This is an optimization exercise on Yosys and OpenROAD, whose aim is small area and a short achievable clock period, not a production implementation.

==> flow/design.v (excerpt) <==
module SCPU(clk, rst_n, in_valid, instruction, MEM_out, busy, out_valid, out0, out1, out2, out3, out4, out5, out6, out7, out8, out9, out10, out11, out12, out13, out14, out15, WEN, ADDR, MEM_in);
clock: 8.0 ns
lec_check: 0
abc_area: 1
cap_margin: 20
core_margin: 2
core_utilization: 40
setup_slack_margin: 5
slew_margin: 20
standard.sh (not shown) runs the stock make flow with config.mk's settings and CLKGATE_MAP_FILE= SYNTH_SCRIPT=/design/flow/synth_recipe.tcl, a recipe that flattens the netlist after the stock synthesis.
==> flow/flow/run.sh <==
#!/bin/bash
set -euo pipefail
bash standard.sh "BUFFER_PORTS_ARGS=-buffer_cell sky130_fd_sc_hd__buf_1" finish > standard.log 2>&1
Change:
--- a/flow/design.v
+++ b/flow/design.v
@@ -5,37 +5,38 @@
 output busy, out_valid, WEN;
 output [12:0] ADDR;
 output [15:0] MEM_in;
 output reg [15:0] out0, out1, out2, out3, out4, out5, out6, out7, out8, out9, out10, out11, out12, out13, out14, out15;
 assign busy = 1'b0;
 wire [15:0] rdA, rdB;
-wire [7:0] alo_n;
-wire ac8_n;
+wire [3:0] s0_n, s10_n, s11_n;
+wire c4_n, c80_n, c81_n;
 wire [4:0] ahp1_n;
-scpu_s1 u_s1(.r({out15, out14, out13, out12, out11, out10, out9, out8, out7, out6, out5, out4, out3, out2, out1, out0}), .ins(instruction), .rda(rdA), .rdb(rdB), .alo(alo_n), .ac8(ac8_n), .ahp1(ahp1_n));
+scpu_s1 u_s1(.r({out15, out14, out13, out12, out11, out10, out9, out8, out7, out6, out5, out4, out3, out2, out1, out0}), .ins(instruction), .rda(rdA), .rdb(rdB), .s0(s0_n), .c4(c4_n), .s10(s10_n), .c80(c80_n), .s11(s11_n), .c81(c81_n), .ahp1(ahp1_n));
 reg v1, wen_r;
 reg [2:0] op1;
 reg [11:0] f1;
 reg [15:0] A, B;
-reg [7:0] alo_r;
-reg ac8_r;
+reg [3:0] s0_r, s10_r, s11_r;
+reg c4_r, c80_r, c81_r;
 reg [4:0] ahp1_r;
 always @(posedge clk or negedge rst_n)
   if (!rst_n) begin v1 <= 1'b0; wen_r <= 1'b1; end
   else begin v1 <= in_valid; wen_r <= ~(in_valid & (instruction[18:16] == 3'd5)); end
 always @(posedge clk) begin
   op1 <= instruction[18:16];
   f1 <= instruction[11:0];
   A <= rdA;
   B <= rdB;
-  alo_r <= alo_n;
-  ac8_r <= ac8_n;
+  s0_r <= s0_n; s10_r <= s10_n; s11_r <= s11_n;
+  c4_r <= c4_n; c80_r <= c80_n; c81_r <= c81_n;
   ahp1_r <= ahp1_n;
 end
 assign WEN = wen_r;
-assign ADDR = {ac8_r ? ahp1_r : A[12:8], alo_r};
+wire c8 = c80_r | (c4_r & c81_r);
+assign ADDR = {c8 ? ahp1_r : A[12:8], c4_r ? s11_r : s10_r, s0_r};
 assign MEM_in = B;
 wire [61:0] mrow;
 wire [15:0] r1_n;
 wire r2b_n;
 scpu_s2 u_s2(.a(A), .b(B), .op(op1), .f(f1[7:0]), .m(mrow), .r1(r1_n), .r2b(r2b_n));
 reg v2, we1, we2, ld2, mul2, ov, r2b_r;
@@ -158,18 +159,18 @@
     out12 <= nrf[207:192];
     out13 <= nrf[223:208];
     out14 <= nrf[239:224];
     out15 <= nrf[255:240];
   end
 endmodule
-module scpu_s1(r, ins, rda, rdb, alo, ac8, ahp1);
+module scpu_s1(r, ins, rda, rdb, s0, c4, s10, c80, s11, c81, ahp1);
 input [255:0] r;
 input [18:0] ins;
 output [15:0] rda, rdb;
-output [7:0] alo;
-output ac8;
+output [3:0] s0, s10, s11;
+output c4, c80, c81;
 output [4:0] ahp1;
 wire [15:0] sa = 16'd1 << ins[15:12];
 wire [15:0] sb = 16'd1 << ins[11:8];
 reg [15:0] ta, tb;
 integer i;
 always @(*) begin
@@ -178,13 +179,15 @@
     ta = ta | (r[16*i +: 16] & {16{sa[i]}});
     tb = tb | (r[16*i +: 16] & {16{sb[i]}});
   end
 end
 assign rda = ta;
 assign rdb = tb;
-assign {ac8, alo} = {1'b0, ta[7:0]} + {1'b0, ins[7:0]};
+assign {c4, s0} = {1'b0, ta[3:0]} + {1'b0, ins[3:0]};
+assign {c80, s10} = {1'b0, ta[7:4]} + {1'b0, ins[7:4]};
+assign {c81, s11} = {1'b0, ta[7:4]} + {1'b0, ins[7:4]} + 5'd1;
 assign ahp1 = ta[12:8] + 5'd1;
 endmodule
 module scpu_s2(a, b, op, f, m, r1, r2b);
 input [15:0] a, b;
 input [2:0] op;
 input [7:0] f;
What happened:
- maximum frequency climbs by 1.6%
- core utilization falls by 0.57 points
- global-route usage went down by 4.3 points
- final cell count went up by 2.0%
- via count decreases by 0.98%
- flip-flop and latch count grows by 6
- routed wire length fell by 8.5%
- non-clock buffer count falls by 25
- worst setup slack gains 0.055 ns
- clock-buffer cell count went up by 2
Function was not checked in any run of this note: the RTL went through the layout flow alone.

[re-timing with driven ports]
How much do the figures lean on ideal ports? The routed layouts below were timed once more, with nothing changed but the port constraints. Step 1, drivers: a clkbuf_16 drives clk and a buf_2 each remaining input, both assumed. Step 2 adds t to the input delays and takes it off the output delays; t is the mean of the earliest and latest rising clock arrival at the registers after step 1. Input paths then give back, and output paths get back, about the clock's delay inside the block. a / b / c = no drivers / after step 1 / after step 2; a / b = the first two.
run	t, ns	setup slack, ns	worst setup path after step 2	worst register clock-pin slew, ns
the first run	0.682	4.522 / 4.448 / 3.766	input to register	0.07 / 0.07
the second run	0.685	4.577 / 4.524 / 3.839	input to register	0.07 / 0.07
After both steps every run listed still meets setup and hold. For the first run, which loses most, drivers alone change the setup slack by -0.074 ns; drivers and shift together by -0.756 ns.
